This is an optimization exercise on Yosys and OpenROAD, whose aim is small area, not a production implementation. Only simulation tests tie the RTL to the original design; equivalence was not proved. Power is estimated from default activity; no workload was simulated.

Setup of job 8717:
==> flow/design.v (excerpt) <==
module boron_top (clk, plain_txt, key_in, cipher_txt, select, count1, reset);
For scale: about 990 cells after synthesis, roughly 200 flip-flops, roughly 260 I/O pins, ~10000 sq um of cells after synthesis.
clock: 5.0 ns
lec_check: 0
cap_margin: 20
core_margin: 2
core_utilization: 40
slew_margin: 20
run.sh (not shown) runs the stock make flow with config.mk's settings and CLKGATE_MAP_FILE= SYNTH_SCRIPT=/design/flow/synth_recipe.tcl, a recipe that flattens the netlist after the stock synthesis.
Job 8717 finished every step from synthesis to the final layout, and the layout passed the timing, design-rule and antenna checks.
Relative to job 8717, the following input files were edited for job 1389:
==> flow/flow/run.sh (new file) <==
#!/bin/bash
# Own layout flow: the standard synthesis, then the standard ORFS steps with
# smaller port buffers, synthesis buffers removed, every cell first downsized to
# its smallest drive strength, and power (area) recovery after global routing.
set -euo pipefail
cd "$(dirname "$0")/.."
F=$PWD/flow
bash standard.sh synth > synth.log 2>&1
bash standard.sh \
  REMOVE_ABC_BUFFERS=1 \
  POST_FLOORPLAN_TCL=$F/post_floorplan.tcl \
  BUFFER_PORTS_ARGS="-buffer_cell sky130_fd_sc_hd__buf_1" \
  RECOVER_POWER=100 \
  finish > layout.log 2>&1
==> flow/flow/downsize.tcl (new file) <==
proc my_downsize_all {} {
  set dont_use {}
  if { [info exists ::env(DONT_USE_CELLS)] } { set dont_use $::env(DONT_USE_CELLS) }
  set best [dict create]
  set n 0
  set saved 0.0
  foreach inst [get_cells *] {
    set lc [get_lib_cells -of_objects $inst]
    set name [get_name $lc]
    if { ![regexp {^(sky130_fd_sc_hd__[a-z0-9]+)_[0-9]+$} $name -> fam] } { continue }
    if { [string match "*df*" $fam] || [string match "*tap*" $fam] || [string match "*conb*" $fam] } { continue }
    if { ![dict exists $best $fam] } {
      set bc ""
      set ba 1e9
      foreach c [get_lib_cells ${fam}_*] {
        set cn [get_name $c]
        if { ![regexp "^${fam}_\[0-9\]+\$" $cn] } { continue }
        if { [lsearch -exact $dont_use $cn] >= 0 } { continue }
        set a [get_property $c area]
        if { $a < $ba } { set ba $a; set bc $cn }
      }
      dict set best $fam [list $bc $ba]
    }
    lassign [dict get $best $fam] bc ba
    if { $bc ne "" && $bc ne $name } {
      set a0 [get_property $lc area]
      if { $ba < $a0 } {
        replace_cell $inst $bc
        incr n
        set saved [expr { $saved + $a0 - $ba }]
      }
    }
  }
  puts "my_downsize_all: resized $n cells, saved $saved um^2"
}
my_downsize_all
==> flow/flow/post_floorplan.tcl (new file) <==
source [file join [file dirname [info script]] downsize.tcl]
==> flow/standard.sh (new file) <==
#!/bin/bash
# synth_recipe.tcl (not shown) runs the flow's synth.tcl, then flattens the netlist and writes it again
# the make line also repeats each setting of config.mk as NAME=value (left out here)
make -C /OpenROAD-flow-scripts/flow DESIGN_CONFIG=/design/flow/config.mk WORK_HOME=/design/flow/orfs CLKGATE_MAP_FILE= SYNTH_SCRIPT=/design/flow/synth_recipe.tcl "${@:-finish}"
removed: flow/run.sh
### Flow results
- Job 8717 -> job 1389: routed wire length on met2 decreased by a few percent
- Job 1389 vs. job 8717: routed wire length shrank by about 4.5%, timing-limited maximum frequency shrank by 13%, iteration-0 DRC count of the detailed router shrank by about 37%, sequential share of power grew by 0.8 points.
- Job 1389: flow complete, layout not clean; failing: capacitance limit, slew limit
Input changes introduced in job 6026 (baseline for comparison: job 1389):
# job 1389
export LEC_CHECK = 0
export CAP_MARGIN = 20
export CORE_MARGIN = 2
export CORE_UTILIZATION = 40
export SLEW_MARGIN = 20
create_clock -name core_clock -period 5.0 [get_ports {clk}]
# job 6026
export LEC_CHECK = 0
export ABC_AREA = 1
export CAP_MARGIN = 20
export CORE_MARGIN = 2
export CORE_UTILIZATION = 40
export SLEW_MARGIN = 20
create_clock -name core_clock -period 5.0 [get_ports {clk}]
==> flow/run.sh (new file) <==
#!/bin/bash
# synth_recipe.tcl (not shown) runs the flow's synth.tcl, then flattens the netlist and writes it again
# the make line also repeats each setting of config.mk as NAME=value (left out here)
make -C /OpenROAD-flow-scripts/flow DESIGN_CONFIG=/design/flow/config.mk WORK_HOME=/design/flow/orfs CLKGATE_MAP_FILE= SYNTH_SCRIPT=/design/flow/synth_recipe.tcl finish
removed: flow/flow/run.sh
removed: flow/flow/downsize.tcl
removed: flow/flow/post_floorplan.tcl
removed: flow/standard.sh
==> comparison <==
- Job 6026: all stages complete, timing, DRC and antenna checks passed
- Job 1389 → job 6026: first-pass GRT wire length went up 21 mm, share of final layout cell area taken by clock buffers and inverters moved down.
- Compared with job 1389, placement density in the core of job 6026 is higher.
- Relative to job 1389, cell area increased by about 28% in job 6026.
- Going from job 1389 to job 6026, maximum clock rate climbed 0.058 GHz, final cell count climbed 66%.
- Compared with job 1389, job 6026 shows footprint of the multi-input gates that has gone up by more than 10%.
Relative to job 6026, the following input files were edited for job 5528:
# job 6026
export LEC_CHECK = 0
export ABC_AREA = 1
export CAP_MARGIN = 20
export CORE_MARGIN = 2
export CORE_UTILIZATION = 40
export SLEW_MARGIN = 20
create_clock -name core_clock -period 5.0 [get_ports {clk}]
# job 5528
export LEC_CHECK = 0
export CAP_MARGIN = 20
export CORE_MARGIN = 2
export CORE_UTILIZATION = 40
export SLEW_MARGIN = 20
create_clock -name core_clock -period 5.0 [get_ports {clk}]
==> flow/flow/run.sh (new file) <==
#!/bin/bash
# Own layout flow: the standard synthesis, then the standard ORFS steps with
# smaller port buffers, synthesis buffers removed, every cell first downsized to
# its smallest drive strength, and a clock tree of small buffers.
set -euo pipefail
cd "$(dirname "$0")/.."
F=$PWD/flow
bash standard.sh synth > synth.log 2>&1
bash standard.sh \
  REMOVE_ABC_BUFFERS=1 \
  POST_FLOORPLAN_TCL=$F/post_floorplan.tcl \
  BUFFER_PORTS_ARGS="-buffer_cell sky130_fd_sc_hd__buf_1" \
  CTS_ARGS="-sink_clustering_enable -repair_clock_nets -dont_use_dummy_load -buf_list sky130_fd_sc_hd__clkbuf_8" \
  finish > layout.log 2>&1
==> flow/flow/downsize.tcl (new file) <==
proc my_downsize_all {} {
  set dont_use {}
  if { [info exists ::env(DONT_USE_CELLS)] } { set dont_use $::env(DONT_USE_CELLS) }
  set best [dict create]
  set n 0
  set saved 0.0
  foreach inst [get_cells *] {
    set lc [get_lib_cells -of_objects $inst]
    set name [get_name $lc]
    if { ![regexp {^(sky130_fd_sc_hd__[a-z0-9]+)_[0-9]+$} $name -> fam] } { continue }
    if { [string match "*df*" $fam] || [string match "*tap*" $fam] || [string match "*conb*" $fam] } { continue }
    if { ![dict exists $best $fam] } {
      set bc ""
      set ba 1e9
      foreach c [get_lib_cells ${fam}_*] {
        set cn [get_name $c]
        if { ![regexp "^${fam}_\[0-9\]+\$" $cn] } { continue }
        if { [lsearch -exact $dont_use $cn] >= 0 } { continue }
        set a [get_property $c area]
        if { $a < $ba } { set ba $a; set bc $cn }
      }
      dict set best $fam [list $bc $ba]
    }
    lassign [dict get $best $fam] bc ba
    if { $bc ne "" && $bc ne $name } {
      set a0 [get_property $lc area]
      if { $ba < $a0 } {
        replace_cell $inst $bc
        incr n
        set saved [expr { $saved + $a0 - $ba }]
      }
    }
  }
  puts "my_downsize_all: resized $n cells, saved $saved um^2"
}
my_downsize_all
==> flow/flow/post_floorplan.tcl (new file) <==
source [file join [file dirname [info script]] downsize.tcl]
==> flow/standard.sh (new file) <==
#!/bin/bash
# synth_recipe.tcl (not shown) runs the flow's synth.tcl, then flattens the netlist and writes it again
# the make line also repeats each setting of config.mk as NAME=value (left out here)
make -C /OpenROAD-flow-scripts/flow DESIGN_CONFIG=/design/flow/config.mk WORK_HOME=/design/flow/orfs CLKGATE_MAP_FILE= SYNTH_SCRIPT=/design/flow/synth_recipe.tcl "${@:-finish}"
removed: flow/run.sh
Findings:
Looking at destination of the critical timing path, the k1.n1[3]$_DFF_P_ result is from job 6026; the cipher_txt[2] one comes from job 5528. As of job 5528, final area had fallen by more than 10% compared to job 6026. Detailed route, job 5528 vs job 6026: via total lower for job 5528. Job 5528: no failed stages, no open violations at the end. The utilization in job 5528 sits 7.2 points below the value recorded for job 6026. On worst path setup slack after routing, job 5528 does better than job 6026. Summary — average size of a mapped cell, job 5528 relative to job 6026: higher, by 4.5 sq um. Going from job 6026 to job 5528, share of final layout cell area taken by clock buffers and inverters shrinks by 2.0 points.

[static timing again, ports no longer ideal]
How much do the figures lean on ideal ports? The routed layouts below were timed once more, with nothing changed but the port constraints. Step 1 assumes that a clkbuf_16 drives the clock port and a buf_2 every other input. Step 2 times the ports against the registers' clock, not the clock port: input delays grow and output delays shrink by t, the midpoint of the rising clock arrivals with the driver on. Three values: ideal ports, drivers, drivers and shift; two values: the first two.
run | t, ns | slack for setup (ns) | worst hold slack (ns) | cell pins on the clock port's net
job 8717 | 0.481 | 1.798 / 1.752 / 2.040 | 0.458 / 0.458 / 0.458 | 1
job 1389 | 0.476 | 1.300 / 1.307 / 0.830 | 0.454 / 0.454 / 0.454 | 1
job 6026 | 0.492 | 1.957 / 1.968 / 1.476 | 0.422 / 0.422 / 0.422 | 1
job 5528 | 0.485 | 2.103 / 2.063 / 2.183 | 0.438 / 0.438 / 0.438 | 1
For job 6026, which loses most, drivers alone change the setup slack by +0.011 ns; drivers and shift together by -0.481 ns.
